This is an optimization exercise on Yosys and OpenROAD, whose aim is small area, not a production implementation. RTL that was checked went through simulation tests only; none was proved equivalent to the original. Power is estimated from default activity; no workload was simulated.

==> 10-19: inputs <==
==> flow/design.v <==
module ParkingController (
    input clk,
    input rst,
    input car_entered,
    input is_uni_car_entered,
    input car_exited,
    input is_uni_car_exited,
    output [9:0] uni_parked_cars,
    output [9:0] parked_cars,
    output [9:0] uni_vacated_space,
    output [9:0] vacated_space,
    output uni_is_vacated_space,
    output is_vacated_space
);
reg [11:0] s;
reg [4:0]  g;
reg [8:0]  q, p;
function [8:0] rsub;
    input [8:0] k, x;
    integer i;
    reg b;
    begin
        b = 1'b0;
        for (i = 0; i < 9; i = i + 1) begin
            rsub[i] = k[i] ^ x[i] ^ b;
            b = (~k[i] & (x[i] | b)) | (x[i] & b);
        end
    end
endfunction
function [8:0] rud;
    input [8:0] x;
    input up, dn;
    integer i;
    reg c;
    begin
        c = up;
        for (i = 0; i < 9; i = i + 1) begin
            rud[i] = x[i] ^ dn ^ c;
            c = (x[i] & dn) | (x[i] & c) | (dn & c);
        end
    end
endfunction
function lt;
    input [8:0] x, k;
    integer i;
    reg eq;
    begin
        lt = 1'b0;
        eq = 1'b1;
        for (i = 8; i >= 0; i = i - 1) begin
            lt = lt | (eq & k[i] & ~x[i]);
            eq = eq & ~(k[i] ^ x[i]);
        end
    end
endfunction
function [11:0] inc12;
    input [11:0] x;
    integer i;
    reg c;
    begin
        c = 1'b1;
        for (i = 0; i < 12; i = i + 1) begin
            inc12[i] = x[i] ^ c;
            c = x[i] & c;
        end
    end
endfunction
wire swrap = &{s[11:9], s[3:0]};    
wire h12 = ~g[4] & (g[3:0] == 4'd12);
wire h13 = ~g[4] & (g[3:0] == 4'd13);
wire h14 = ~g[4] & (g[3:0] == 4'd14);
wire h15 = ~g[4] & (g[3:0] == 4'd15);
wire [8:0] c_d = g[4] ? 9'd500 : h13 ? 9'd250 : h14 ? 9'd300 : h15 ? 9'd350 : 9'd200;
wire [8:0] u_d = g[4] ? 9'd200 : h13 ? 9'd450 : h14 ? 9'd400 : h15 ? 9'd350 : 9'd500;
wire [8:0] fu = rsub(u_d, q);
wire [8:0] fo = rsub(c_d, p);
wire nzu = |fu;
wire nzo = |fo;
wire tu50  = swrap & (h12 | h13 | h14);
wire tu150 = swrap & h15;
wire tu300 = swrap & (&g);
wire [8:0] un = h12 ? 9'd450 : h13 ? 9'd400 : h14 ? 9'd350 : 9'd200;
wire eu = car_entered & is_uni_car_entered;
wire eo = car_entered & ~is_uni_car_entered;
wire xu = car_exited & is_uni_car_exited;
wire xo = car_exited & ~is_uni_car_exited;
wire u_clamp = (tu50 & lt(fu, 9'd50)) | (tu150 & lt(fu, 9'd150));
wire u_ok = tu50 ? ~lt(fu, 9'd51) : tu150 ? ~lt(fu, 9'd151) : (nzu | tu300);
wire u_inc = eu & u_ok;
wire u_up = u_inc & ~xu;
wire u_dn = ~u_inc & xu & (|q);
wire o_clamp = tu300 & lt(fo, 9'd300);
wire o_ok = tu300 ? ~lt(fo, 9'd301) : (nzo | swrap & (h12 | h13 | h14 | h15));
wire o_inc = eo & o_ok;
wire o_up = o_inc & ~xo;
wire o_dn = ~o_inc & xo & (|p);
wire [8:0] un_x = un - {8'd0, xu};
always @(posedge clk) begin
    if (rst) begin
        s <= 12'd3599;
        g <= 5'd7;
        q <= 9'd0;
        p <= 9'd0;
    end else begin
        s <= swrap ? 12'd0 : inc12(s);
        if (swrap) g <= (g + 5'd1) | {1'b0, &g, 3'b0};
        q <= u_clamp ? un_x : rud(q, u_up, u_dn);
        p <= o_clamp ? (xo ? 9'd199 : 9'd200) : rud(p, o_up, o_dn);
    end
end
assign uni_parked_cars = {1'b0, q};
assign parked_cars = {1'b0, p};
assign uni_vacated_space = {1'b0, fu};
assign vacated_space = {1'b0, fo};
assign uni_is_vacated_space = nzu;
assign is_vacated_space = nzo;
endmodule
==> flow/flow/run.sh <==
#!/bin/bash
# Standard ORFS layout with two changes: synthesis maps the logic with an
# area-oriented ABC script (flow/area.abc, no full-adder extraction), and the
# port buffers are buf_1 cells.
set -euo pipefail
W=$PWD
bash standard.sh SYNTH_SCRIPT=$W/flow/synth_wrap.tcl ADDER_MAP_FILE= \
  "BUFFER_PORTS_ARGS=-buffer_cell sky130_fd_sc_hd__buf_1" finish > $W/standard.log 2>&1
==> flow/flow/area.abc <==
strash
dc2
&get -n
&deepsyn -T 15
&put
dch -f
amap
==> flow/flow/synth_wrap.tcl <==
# The standard flow's synthesis script, with ABC's mapping script replaced by flow/area.abc
set my_flow_dir [file dirname [file normalize [info script]]]
proc abc {args} {
  global my_flow_dir
  set i [lsearch -exact $args -script]
  if { $i >= 0 } { lset args [expr {$i + 1}] $my_flow_dir/area.abc }
  yosys abc {*}$args
}
source [file join $my_flow_dir .. synth_recipe.tcl]
==> flow/standard.sh <==
#!/bin/bash
# synth_recipe.tcl (not shown) runs the flow's synth.tcl, then flattens the netlist and writes it again
# the make line also repeats each setting of config.mk as NAME=value (left out here)
make -C /OpenROAD-flow-scripts/flow DESIGN_CONFIG=/design/flow/config.mk WORK_HOME=/design/flow/orfs CLKGATE_MAP_FILE= SYNTH_SCRIPT=/design/flow/synth_recipe.tcl "${@:-finish}"
==> flow/config.mk <==
export PLATFORM = sky130hd
export DESIGN_NAME = ParkingController
export DESIGN_NICKNAME = ParkingController
export VERILOG_FILES = /design/flow/design.v
export SDC_FILE = /design/flow/constraint.sdc
export NUM_CORES = 4
export LEC_CHECK = 0
export ABC_AREA = 1
export CAP_MARGIN = 20
export CORE_MARGIN = 2
export CORE_UTILIZATION = 40
export SLEW_MARGIN = 20
==> flow/constraint.sdc <==
create_clock -name core_clock -period 35.0 [get_ports {clk}]
set_input_delay 7.0000 -clock core_clock [delete_from_list [all_inputs] [get_ports {clk}]]
set_output_delay 7.0000 -clock core_clock [all_outputs]
set_load 0.01 [all_outputs]
==> 11-13 (differences from 10-19) <==
==> flow/design.v, changed modules only <==
module ParkingController (
    input clk,
    input rst,
    input car_entered,
    input is_uni_car_entered,
    input car_exited,
    input is_uni_car_exited,
    output [9:0] uni_parked_cars,
    output [9:0] parked_cars,
    output [9:0] uni_vacated_space,
    output [9:0] vacated_space,
    output uni_is_vacated_space,
    output is_vacated_space
);
reg [11:0] s;
reg [4:0]  g;
reg [8:0]  q, p;    
function [8:0] rsub;
    input [8:0] k, x;
    integer i;
    reg b;
    begin
        b = 1'b0;
        for (i = 0; i < 9; i = i + 1) begin
            rsub[i] = k[i] ^ x[i] ^ b;
            b = (~k[i] & (x[i] | b)) | (x[i] & b);
        end
    end
endfunction
function [8:0] rud;
    input [8:0] x;
    input up, dn;
    integer i;
    reg c;
    begin
        c = up;
        for (i = 0; i < 9; i = i + 1) begin
            rud[i] = x[i] ^ dn ^ c;
            c = (x[i] & dn) | (x[i] & c) | (dn & c);
        end
    end
endfunction
function le;
    input [8:0] x, k;
    integer i;
    reg eq;
    begin
        le = 1'b0;
        eq = 1'b1;
        for (i = 8; i >= 0; i = i - 1) begin
            le = le | (eq & k[i] & ~x[i]);
            eq = eq & ~(k[i] ^ x[i]);
        end
        le = le | eq;
    end
endfunction
wire swrap = (s & 12'd1919) == (12'd2989 & 12'd1919);
wire h12 = ~g[4] & g[2] & ~g[1] & ~g[0];
wire h13 = ~g[4] & g[2] & ~g[1] & g[0];
wire h14 = ~g[4] & g[2] & g[1] & ~g[0];
wire h15 = ~g[4] & g[3] & g[2] & g[1] & g[0];
wire [8:0] c_d = g[4] ? 9'd500 : h13 ? 9'd250 : h14 ? 9'd300 : h15 ? 9'd350 : 9'd200;
wire [8:0] u_d = g[4] ? 9'd200 : h13 ? 9'd450 : h14 ? 9'd400 : h15 ? 9'd350 : 9'd500;
wire [8:0] fu = rsub(u_d, q);
wire [8:0] fo = rsub(c_d, p);
wire nzu = |fu;
wire nzo = |fo;
wire tday = swrap & (h12 | h13 | h14 | h15);   
wire tnew = swrap & (&g);                        
wire [8:0] un = h12 ? 9'd450 : h13 ? 9'd400 : h14 ? 9'd350 : 9'd200;
wire eu = car_entered & is_uni_car_entered;
wire eo = car_entered & ~is_uni_car_entered;
wire xu = car_exited & is_uni_car_exited;
wire xo = car_exited & ~is_uni_car_exited;
wire u_sel = tday & (h15 ? le(fu, 9'd150) : le(fu, 9'd50));
wire u_inc = eu & (nzu | tnew);
wire u_up = u_inc & ~xu;
wire u_dn = ~u_inc & xu & (|q);
wire o_sel = tnew & le(fo, 9'd300);
wire o_inc = eo & (nzo | tday);
wire o_up = o_inc & ~xo;
wire o_dn = ~o_inc & xo & (|p);
always @(posedge clk) begin
    if (rst) begin
        s <= 12'd2989;
        g <= 5'd7;
        q <= 9'd0;
        p <= 9'd0;
    end else begin
        s <= {s[10:0], s[11] ^ s[5] ^ s[2] ^ s[0] ^ swrap};
        if (swrap) g <= (g + 5'd1) | {1'b0, &g, 3'b0};
        q <= u_sel ? un - {8'd0, xu} : rud(q, u_up, u_dn);
        p <= o_sel ? 9'd200 - {8'd0, xo} : rud(p, o_up, o_dn);
    end
end
assign uni_parked_cars = {1'b0, q};
assign parked_cars = {1'b0, p};
assign uni_vacated_space = {1'b0, fu};
assign vacated_space = {1'b0, fo};
assign uni_is_vacated_space = nzu;
assign is_vacated_space = nzo;
endmodule
==> flow/flow/run.sh (replaced) <==
#!/bin/bash
# Standard ORFS layout with these changes: synthesis maps the logic with an
# area-oriented ABC script (flow/area.abc, no full-adder extraction), the port
# buffers are buf_1 cells, and clock tree synthesis uses small buffers and no
# dummy loads.
set -euo pipefail
W=$PWD
bash standard.sh SYNTH_SCRIPT=$W/flow/synth_wrap.tcl ADDER_MAP_FILE= \
  "BUFFER_PORTS_ARGS=-buffer_cell sky130_fd_sc_hd__buf_1" \
  "CTS_ARGS=-sink_clustering_enable -repair_clock_nets -dont_use_dummy_load -buf_list sky130_fd_sc_hd__clkbuf_4" \
  finish > $W/standard.log 2>&1
==> comparison table <==
quantity	11-13	10-19
Worst R2R Path Depth	34	39
Share of the synthesized area in compound gates (AO/OA/AOI/OAI)	28.6%	31.0%
Cell Area, Placed	2430 um2	2510 um2
Grt met1 use	28.0%	29.8%
Relative slew slack	52.9%	66.5%
Comb pwr	0.0633 mW	0.102 mW
Worst Tran Pin Value	706 ps	500 ps
Starting DRC count in detailed routing	149	348
Worst R2R End	q[8]$_SDFF_PP0_	q[7]$_SDFF_PP0_
Initial cell density of the core	40.9%	41.5%
Number of library cell types mapped by synthesis	31	38
Detailed-route via count	2462	2570
Status	timing/DRC/antenna clean	timing/DRC/antenna clean
Chip height	78.3 um	79.8 um
No functional check of the RTL was part of 11-13.

## afterwards: timing with drivers on the ports
Ports are ideal in the flow. The routed layouts listed here were re-timed in OpenROAD. Step 1 assumes that a clkbuf_16 drives the clock port and a buf_2 every other input. Step 2 times the ports against the registers' clock, not the clock port: input delays grow and output delays shrink by t, the midpoint of the rising clock arrivals with the driver on. a / b / c = ideal ports / drivers / drivers and shift; a / b = the first two.
run	t (ns)	setup slack, ns	worst setup path at the end	worst data-port slew with drivers (ns)	cell pins on the clock port's net
10-19	0.314	22.497 / 22.469 / 22.782	register to output	0.03	1
11-13	0.347	22.992 / 22.967 / 23.314	register to output	0.03	1
After both steps every run listed still meets setup and hold.
